Background: an optimization exercise with open tools, aiming at small area, a short achievable clock period and few clock cycles per item. Do not read the settings as production practice.
In this exercise RTL edits were held to simulation tests only and were not proved equivalent to the original.

// coll_det
module coll_det(x1, y1, x2, y2, vx1, vy1, vx2, vy2, r2, trial, clock, reset, in_rdy, out_rdy);
Size: ~11000 cells after synthesis, ~2 flip-flops, about 170 I/O pins, roughly 0.092 mm2 of cells after synthesis.
Settings: LEC_CHECK=0, ABC_AREA=1, CAP_MARGIN=20, CORE_MARGIN=2, CORE_UTILIZATION=40, SLEW_MARGIN=20; clock period 45.0 ns.
standard.sh (not shown) runs the stock make flow with config.mk's settings and CLKGATE_MAP_FILE= SYNTH_SCRIPT=/design/flow/synth_recipe.tcl, a recipe that flattens the netlist after the stock synthesis.
==> flow/flow/run.sh <==
#!/bin/bash
# Standard layout, except that synthesis skips the quick ABC pass inside
# Yosys's "synth -run fine:" (-noabc), so that extract_fa sees the full-adder
# logic as written and maps it to sky130 full adders without inverters
# between them. Everything else is the standard flow (standard.sh).
set -euo pipefail
cd "$(dirname "$0")/.."
sed 's/yosys synth -nofsm -noshare {\*}\$args/yosys synth -nofsm -noshare -noabc {*}$args/' \
  synth_recipe.tcl > flow_synth.tcl
grep -q -- '-noabc' flow_synth.tcl
sed 's#synth_recipe\.tcl#flow_synth.tcl#g' standard.sh > flow_standard.sh
grep -q 'flow_synth.tcl' flow_standard.sh
bash flow_standard.sh SETUP_SLACK_MARGIN=20 finish > flow_make.log 2>&1
Testbench counts at the start, summed over its fixed seeds: cycles 960, items 960.
Edit:
==> flow/run.sh (new file) <==
#!/bin/bash
# synth_recipe.tcl (not shown) runs the flow's synth.tcl, then flattens the netlist and writes it again
# the make line also repeats each setting of config.mk as NAME=value (left out here)
make -C /OpenROAD-flow-scripts/flow DESIGN_CONFIG=/design/flow/config.mk WORK_HOME=/design/flow/orfs CLKGATE_MAP_FILE= SYNTH_SCRIPT=/design/flow/synth_recipe.tcl finish
CORE_UTILIZATION = 60   (was 40)
removed: flow/flow/run.sh
removed: flow/standard.sh
Outcome: Non-clock buffer count falls by 66. Worst setup slack loses 2.6 ns. Global-route usage rises by 16 points. Via count rises by 9.8%. Critical path depth rises by 9. Worst hold slack loses 0.012 ns.
Edit:
==> flow/flow/run.sh (new file) <==
#!/bin/bash
# Standard layout, except that synthesis skips the quick ABC pass inside
# Yosys's "synth -run fine:" (-noabc), so that extract_fa sees the full-adder
# logic as written and maps it to sky130 full adders without inverters
# between them. Everything else is the standard flow (standard.sh).
set -euo pipefail
cd "$(dirname "$0")/.."
sed 's/yosys synth -nofsm -noshare {\*}\$args/yosys synth -nofsm -noshare -noabc {*}$args/' \
  synth_recipe.tcl > flow_synth.tcl
grep -q -- '-noabc' flow_synth.tcl
sed 's#synth_recipe\.tcl#flow_synth.tcl#g' standard.sh > flow_standard.sh
grep -q 'flow_synth.tcl' flow_standard.sh
bash flow_standard.sh SETUP_SLACK_MARGIN=24 finish > flow_make.log 2>&1
==> flow/standard.sh (new file) <==
#!/bin/bash
# synth_recipe.tcl (not shown) runs the flow's synth.tcl, then flattens the netlist and writes it again
# the make line also repeats each setting of config.mk as NAME=value (left out here)
make -C /OpenROAD-flow-scripts/flow DESIGN_CONFIG=/design/flow/config.mk WORK_HOME=/design/flow/orfs CLKGATE_MAP_FILE= SYNTH_SCRIPT=/design/flow/synth_recipe.tcl "${@:-finish}"
CORE_UTILIZATION = 40   (was 60)
removed: flow/run.sh
Result: The changed run finished with timing, DRC and antenna clean; flip-flop and latch count is unchanged; critical path depth drops by 11; cell area climbs by 0.32%; first-iteration DRC count drops by 16%.
Edit:
--- a/flow/flow/run.sh
+++ b/flow/flow/run.sh
@@ -12,2 +12,2 @@
 grep -q 'flow_synth.tcl' flow_standard.sh
-bash flow_standard.sh SETUP_SLACK_MARGIN=24 finish > flow_make.log 2>&1
+bash flow_standard.sh SETUP_SLACK_MARGIN=30 finish > flow_make.log 2>&1
Result: The new run finished clean; design area stays the same; core utilization does not change; wire length stays the same; synthesized area is unchanged; non-clock buffer count does not change.
Edit:
==> flow/run.sh (new file) <==
#!/bin/bash
# synth_recipe.tcl (not shown) runs the flow's synth.tcl, then flattens the netlist and writes it again
# the make line also repeats each setting of config.mk as NAME=value (left out here)
make -C /OpenROAD-flow-scripts/flow DESIGN_CONFIG=/design/flow/config.mk WORK_HOME=/design/flow/orfs CLKGATE_MAP_FILE= SYNTH_SCRIPT=/design/flow/synth_recipe.tcl finish
removed: flow/flow/run.sh
removed: flow/standard.sh
Global-route usage drops by 3.1 points.
Core utilization goes down by 2.1 points.
Routed wire length went down by 4.6%.
Sequential cell count is unchanged.
Via count came out higher by 1.7%.
Worst setup slack is worse by 2.8 ns.
Edit:
==> flow/flow/run.sh (new file) <==
#!/bin/bash
# Standard layout, except that synthesis skips the quick ABC pass inside
# Yosys's "synth -run fine:" (-noabc), so that extract_fa sees the full-adder
# logic as written and maps it to sky130 full adders without inverters
# between them. Everything else is the standard flow (standard.sh).
set -euo pipefail
cd "$(dirname "$0")/.."
sed 's/yosys synth -nofsm -noshare {\*}\$args/yosys synth -nofsm -noshare -noabc {*}$args/' \
  synth_recipe.tcl > flow_synth.tcl
grep -q -- '-noabc' flow_synth.tcl
sed 's#synth_recipe\.tcl#flow_synth.tcl#g' standard.sh > flow_standard.sh
grep -q 'flow_synth.tcl' flow_standard.sh
bash flow_standard.sh > flow_make.log 2>&1
==> flow/standard.sh (new file) <==
#!/bin/bash
# synth_recipe.tcl (not shown) runs the flow's synth.tcl, then flattens the netlist and writes it again
# the make line also repeats each setting of config.mk as NAME=value (left out here)
make -C /OpenROAD-flow-scripts/flow DESIGN_CONFIG=/design/flow/config.mk WORK_HOME=/design/flow/orfs CLKGATE_MAP_FILE= SYNTH_SCRIPT=/design/flow/synth_recipe.tcl "${@:-finish}"
removed: flow/run.sh
Count of clock-buffer cells in the layout does not change.
Final area falls by about 6%.

---

coll_det again, from the RTL that the note above started with.
==> flow/config.mk <==
export PLATFORM = sky130hd
export DESIGN_NAME = coll_det
export DESIGN_NICKNAME = coll_det
export VERILOG_FILES = /design/flow/design.v
export SDC_FILE = /design/flow/constraint.sdc
export NUM_CORES = 4
export LEC_CHECK = 0
export ABC_AREA = 1
export CAP_MARGIN = 20
export CORE_MARGIN = 2
export CORE_UTILIZATION = 40
export SLEW_MARGIN = 20
==> flow/constraint.sdc <==
create_clock -name core_clock -period 45.0 [get_ports {clock}]
set_input_delay 9.0000 -clock core_clock [delete_from_list [all_inputs] [get_ports {clock}]]
set_output_delay 9.0000 -clock core_clock [all_outputs]
set_load 0.01 [all_outputs]
==> flow/flow/run.sh <==
#!/bin/bash
set -euo pipefail
cd "$(dirname "$0")/.."
sed 's/yosys synth -nofsm -noshare {\*}\$args/yosys synth -nofsm -noshare -noabc {*}$args/' \
  synth_recipe.tcl > flow_synth.tcl
grep -q -- '-noabc' flow_synth.tcl
sed 's#synth_recipe\.tcl#flow_synth.tcl#g' standard.sh > flow_standard.sh
grep -q 'flow_synth.tcl' flow_standard.sh
bash flow_standard.sh SETUP_SLACK_MARGIN=24 finish > flow_make.log 2>&1
Testbench counts at the start, summed over its fixed seeds: cycles 960, items 960.
Rerun with:
--- a/flow/flow/run.sh
+++ b/flow/flow/run.sh
@@ -7,3 +7,3 @@
 sed 's#synth_recipe\.tcl#flow_synth.tcl#g' standard.sh > flow_standard.sh
 grep -q 'flow_synth.tcl' flow_standard.sh
-bash flow_standard.sh SETUP_SLACK_MARGIN=24 finish > flow_make.log 2>&1
+bash flow_standard.sh SETUP_SLACK_MARGIN=24 'BUFFER_PORTS_ARGS=-buffer_cell sky130_fd_sc_hd__buf_2' finish > flow_make.log 2>&1
Effect: Cell count is lower by 0.47%; synthesized cell count stays the same; die area is unchanged; global-route usage came out lower by 0.47 points; clock-buffer cell count does not change; utilization drops by 1.2 points; synthesized area does not change; design area went down by 2.8%; worst setup slack is worse by 190 ps; wire length went down by 1.9%.

-- what the ideal ports hide --
The flow's constraints put no driver on any port. The routed layouts listed below were extracted and timed again, unchanged, in two steps. Step 1 (the two cells are an assumption about what drives the block):
set clk [get_ports {clock}]
set_driving_cell -lib_cell sky130_fd_sc_hd__clkbuf_16 $clk
set_driving_cell -lib_cell sky130_fd_sc_hd__buf_2 [delete_from_list [all_inputs] $clk]
Step 2 also shifts input and output timing later by t, the mid clock arrival at the registers, as if the neighbouring blocks saw the same clock. a / b / c = no drivers / after step 1 / after step 2; a / b = the first two.
run | shift t [ns] | setup slack, ns | clock arrival spread, ns | slew at the worst register clock pin (ns) | worst slew at a driven data input, ns
the first run of note 1 | 0.252 | 20.384 / 20.382 / 20.130 | 0.003 / 0.004 | 0.03 / 0.03 | 0.12
the second run of note 1 | 0.272 | 17.769 / 17.789 / 17.517 | 0.004 / 0.004 | 0.03 / 0.03 | 0.10
the third run of note 1 | 0.253 | 21.152 / 21.157 / 20.904 | 0.004 / 0.004 | 0.03 / 0.03 | 0.14
the fourth run of note 1 | 0.253 | 21.152 / 21.157 / 20.904 | 0.004 / 0.004 | 0.03 / 0.03 | 0.14
the fifth run of note 1 | 0.276 | 18.321 / 18.335 / 18.060 | 0.005 / 0.005 | 0.04 / 0.04 | 0.13
the sixth run of note 1 | 0.253 | 18.637 / 18.643 / 18.390 | 0.005 / 0.004 | 0.03 / 0.03 | 0.12
the first run of note 2 | 0.253 | 21.152 / 21.157 / 20.904 | 0.004 / 0.004 | 0.03 / 0.03 | 0.14
the second run of note 2 | 0.253 | 20.966 / 20.964 / 20.712 | 0.002 / 0.003 | 0.03 / 0.03 | 0.18
After both steps setup and hold are still met in every run listed. For the fifth run of note 1, which loses most, drivers alone change the setup slack by +0.014 ns; drivers and shift together by -0.261 ns.
